From an optimization exercise on the open Yosys and OpenROAD flow, aimed at small area and a short achievable clock period; shortcuts taken in it are not production practice. At most, simulation tests tie the RTL to the original design; equivalence was not proved. Power figures rest on the tool's default switching activity, not on a simulated workload.

==> flow/design.v <==
module lru_predec #(
  parameter W = 5
)(
  input  logic [W-1:0] sel_idx,
  output logic [3:0]   lo,       
  output logic [7:0]   hi        
);
  for (genvar i = 0; i < 4; i++) begin : g_lo
    assign lo[i] = (sel_idx[1:0] == i);
  end
  for (genvar i = 0; i < 8; i++) begin : g_hi
    assign hi[i] = (sel_idx[4:2] == i);
  end
endmodule
module lru_selgate #(
  parameter N = 32
)(
  input  logic [3:0]   lo,
  input  logic [7:0]   hi,
  output logic [N-1:0] sel_n
);
  for (genvar i = 0; i < N; i++) begin : g_sel
    assign sel_n[i] = ~(lo[i%4] & hi[i/4]);
  end
endmodule
module lru_stn (
  input  logic       ls_valid_i,
  input  logic [1:0] ls_op_i,
  output logic       st_n
);
  assign st_n = ~(ls_valid_i & ls_op_i[1] & ~ls_op_i[0]);
endmodule
module lru_outgate #(
  parameter N = 32
)(
  input  logic         st_n,
  input  logic [N-1:0] sel_n,
  output logic [N-1:0] lru_way_o
);
  assign lru_way_o = ~(sel_n | {N{st_n}});
endmodule
module lru_free #(
  parameter N = 32,
  parameter W = 5
)(
  input  logic [N-1:0] valid,
  output logic         full,
  output logic [W-1:0] ff_idx
);
  logic [N:0]   all_below;    
  logic [N-1:0] first_free;
  always_comb begin
    for (int i = 0; i <= N; i++) begin
      all_below[i] = 1'b1;
      for (int j = 0; j < i; j++)
        all_below[i] = all_below[i] & valid[j];
    end
  end
  assign full = all_below[N];
  for (genvar i = 0; i < N; i++) begin : g_ff
    assign first_free[i] = ~valid[i] & all_below[i];
  end
  always_comb begin
    ff_idx = '0;
    for (int i = 0; i < N; i++)
      ff_idx = ff_idx | (i[W-1:0] & {W{first_free[i]}});
  end
endmodule
module lru_hit #(
  parameter N = 32,
  parameter W = 5
)(
  input  logic [N*W-1:0] slots,
  input  logic [W-1:0]   use_idx,
  output logic [N-1:0]   hit
);
  for (genvar k = 0; k < N; k++) begin : g_hit
    assign hit[k] = (slots[k*W +: W] == use_idx);
  end
endmodule
module lru_prefix #(
  parameter N = 32
)(
  input  logic [N-1:0] hit,
  input  logic         act,
  output logic [N-1:0] move
);
  always_comb begin
    for (int k = 0; k < N; k++) begin
      move[k] = act;
      for (int j = 0; j < k; j++)
        move[k] = move[k] & ~hit[j];
    end
  end
endmodule
module lru #(
  parameter NUM_WAYS = 32
)(
  input   logic                         clk,
  input   logic                         reset,
  input   logic                         ls_valid_i,
  input   logic [1:0]                   ls_op_i,
  input   logic [$clog2(NUM_WAYS)-1:0]  ls_way_i,
  output  logic                         lru_valid_o,
  output  logic [NUM_WAYS-1:0]          lru_way_o
);
  localparam W = $clog2(NUM_WAYS);
  logic st, inv, act;
  assign st  = ls_valid_i &  ls_op_i[1] & ~ls_op_i[0];
  assign inv = ls_valid_i &  ls_op_i[1] &  ls_op_i[0];
  assign act = ls_valid_i & (ls_op_i[1] ^ ls_op_i[0]);
  logic [NUM_WAYS-1:0]   valid_q;    
  logic [NUM_WAYS*W-1:0] slot_q;     
  logic [W-1:0]          ff_q;
  logic                  full_q;
  logic [W-1:0] sel_idx;
  assign sel_idx = full_q ? slot_q[(NUM_WAYS-1)*W +: W] : ff_q;
  logic [3:0]          sel_lo;
  logic [7:0]          sel_hi;
  logic [NUM_WAYS-1:0] sel_n;
  logic [3:0]          st_n;       
  lru_predec #(.W(W)) u_predec (.sel_idx(sel_idx), .lo(sel_lo), .hi(sel_hi));
  lru_selgate #(.N(NUM_WAYS)) u_selgate (.lo(sel_lo), .hi(sel_hi), .sel_n(sel_n));
  for (genvar c = 0; c < 4; c++) begin : g_st
    lru_stn u_stn (.ls_valid_i(ls_valid_i), .ls_op_i(ls_op_i), .st_n(st_n[c]));
    lru_outgate #(.N(NUM_WAYS/4)) u_outgate (
      .st_n(st_n[c]), .sel_n(sel_n[c*NUM_WAYS/4 +: NUM_WAYS/4]),
      .lru_way_o(lru_way_o[c*NUM_WAYS/4 +: NUM_WAYS/4])
    );
  end
  assign lru_valid_o = st;
  logic [W-1:0]        use_idx;
  logic [NUM_WAYS-1:0] move;
  assign use_idx = ls_op_i[0] ? ls_way_i : sel_idx;
  logic [NUM_WAYS-1:0] hit;
  lru_hit #(.N(NUM_WAYS), .W(W)) u_hit (.slots(slot_q), .use_idx(use_idx), .hit(hit));
  lru_prefix #(.N(NUM_WAYS)) u_prefix (.hit(hit), .act(act), .move(move));
  always_ff @(posedge clk) begin
    if (move[0])
      slot_q[0 +: W] <= use_idx;
    for (int k = 1; k < NUM_WAYS; k++)
      if (move[k])
        slot_q[k*W +: W] <= slot_q[(k-1)*W +: W];
  end
  logic [NUM_WAYS-1:0] valid_d;
  logic                full_d;
  logic [W-1:0]        ff_d;
  for (genvar i = 0; i < NUM_WAYS; i++) begin : g_valid
    assign valid_d[i] = (inv & (ls_way_i == i)) ? 1'b0 : (valid_q[i] | lru_way_o[i]);
  end
  lru_free #(.N(NUM_WAYS), .W(W)) u_free (
    .valid(valid_d), .full(full_d), .ff_idx(ff_d)
  );
  always_ff @(posedge clk or posedge reset) begin
    if (reset) begin
      valid_q <= '0;
      ff_q    <= '0;
      full_q  <= 1'b0;
    end else begin
      valid_q <= valid_d;
      ff_q    <= ff_d;
      full_q  <= full_d;
    end
  end
endmodule
==> flow/config.mk <==
export PLATFORM = sky130hd
export DESIGN_NAME = lru
export DESIGN_NICKNAME = lru
export VERILOG_FILES = /design/flow/design.v
export SDC_FILE = /design/flow/constraint.sdc
export NUM_CORES = 4
export LEC_CHECK = 0
export CAP_MARGIN = 20
export CORE_MARGIN = 2
export CORE_UTILIZATION = 45
export CTS_BUF_LIST = sky130_fd_sc_hd__clkbuf_8
export SETUP_SLACK_MARGIN = 3.7
export SLEW_MARGIN = 20
export SYNTH_HIERARCHICAL = 1
export SYNTH_MINIMUM_KEEP_SIZE = 0
==> flow/constraint.sdc <==
create_clock -name core_clock -period 7.5 [get_ports {clk}]
set_input_delay 1.5000 -clock core_clock [delete_from_list [all_inputs] [get_ports {clk}]]
set_output_delay 1.5000 -clock core_clock [all_outputs]
set_load 0.01 [all_outputs]
standard.sh (not shown) runs the stock make flow with config.mk's settings and CLKGATE_MAP_FILE= SYNTH_SCRIPT=/design/flow/synth_recipe.tcl, a recipe that flattens the netlist after the stock synthesis.
==> flow/flow/run.sh <==
#!/bin/bash
# Standard layout (standard.sh), with slow many-input cells (or4, nor4, or3,
# nor3, a2111, ...) kept out of synthesis and repair in addition to the
# platform's own don't-use list. dont_use.txt holds the platform's list
# followed by the added cells; extra_vars.txt holds further ORFS make
# variables. standard.sh's make output goes to standard.log.
set -euo pipefail
here=$(cd "$(dirname "$0")" && pwd)
cells=$(tr '\n' ' ' < "$here/dont_use.txt")
read -r -a extra < "$here/extra_vars.txt" || true
bash standard.sh "DONT_USE_CELLS=$cells" "${extra[@]}" finish > standard.log 2>&1
Other scripts of this flow, unchanged in this note and not shown: flow/flow/dont_use.txt, flow/flow/extra_vars.txt
Edit:
--- a/flow/design.v
+++ b/flow/design.v
@@ -66,25 +66,19 @@
       ff_idx = ff_idx | (i[W-1:0] & {W{first_free[i]}});
   end
 endmodule
-module lru_hit #(
+module lru_move #(
   parameter N = 32,
   parameter W = 5
 )(
   input  logic [N*W-1:0] slots,
   input  logic [W-1:0]   use_idx,
-  output logic [N-1:0]   hit
+  input  logic           act,
+  output logic [N-1:0]   move
 );
+  logic [N-1:0] hit;
   for (genvar k = 0; k < N; k++) begin : g_hit
     assign hit[k] = (slots[k*W +: W] == use_idx);
   end
-endmodule
-module lru_prefix #(
-  parameter N = 32
-)(
-  input  logic [N-1:0] hit,
-  input  logic         act,
-  output logic [N-1:0] move
-);
   always_comb begin
     for (int k = 0; k < N; k++) begin
       move[k] = act;
@@ -132,9 +126,9 @@
   logic [W-1:0]        use_idx;
   logic [NUM_WAYS-1:0] move;
   assign use_idx = ls_op_i[0] ? ls_way_i : sel_idx;
-  logic [NUM_WAYS-1:0] hit;
-  lru_hit #(.N(NUM_WAYS), .W(W)) u_hit (.slots(slot_q), .use_idx(use_idx), .hit(hit));
-  lru_prefix #(.N(NUM_WAYS)) u_prefix (.hit(hit), .act(act), .move(move));
+  lru_move #(.N(NUM_WAYS), .W(W)) u_move (
+    .slots(slot_q), .use_idx(use_idx), .act(act), .move(move)
+  );
   always_ff @(posedge clk) begin
     if (move[0])
       slot_q[0 +: W] <= use_idx;
Effect: The changed run finished clean; global-route usage goes up by 0.91 points; first-iteration DRC count decreases by about 7%; clock-buffer cell count is unchanged; sequential share of layout area came out higher by 0.40 points; area after synthesis goes down by 0.68%; wire length goes up by about 4.4%; final cell count decreases by about 2.7%; combinational power hardly moves; non-clock buffer count falls by 3.
For the first run of this note, only the layout was checked, not whether the RTL still works.

==> re-timing with driven ports <==
No port has a modelled driver above. Below, the same layouts with a new extraction and two added sets of constraints.
Step 1: set_driving_cell puts a clkbuf_16 on clk and a buf_2 on each other input, an assumption about the parent block.
Step 2 times the ports against the registers' clock, not the clock port: input delays grow and output delays shrink by t, the midpoint of the rising clock arrivals with the driver on.
Three values: ideal, step 1, step 2; two values: the first two.
run | shift t [ns] | setup WS [ns] | worst setup path at the end | clock arrival spread, ns
the first run | 0.507 | 3.645 / 3.591 / 3.310 | input to register | 0.012 / 0.012
the second run | 0.510 | 3.732 / 3.632 / 3.256 | input to register | 0.014 / 0.013
After both steps every run listed still meets setup and hold. For the second run, which loses most, drivers alone change the setup slack by -0.100 ns; drivers and shift together by -0.476 ns.
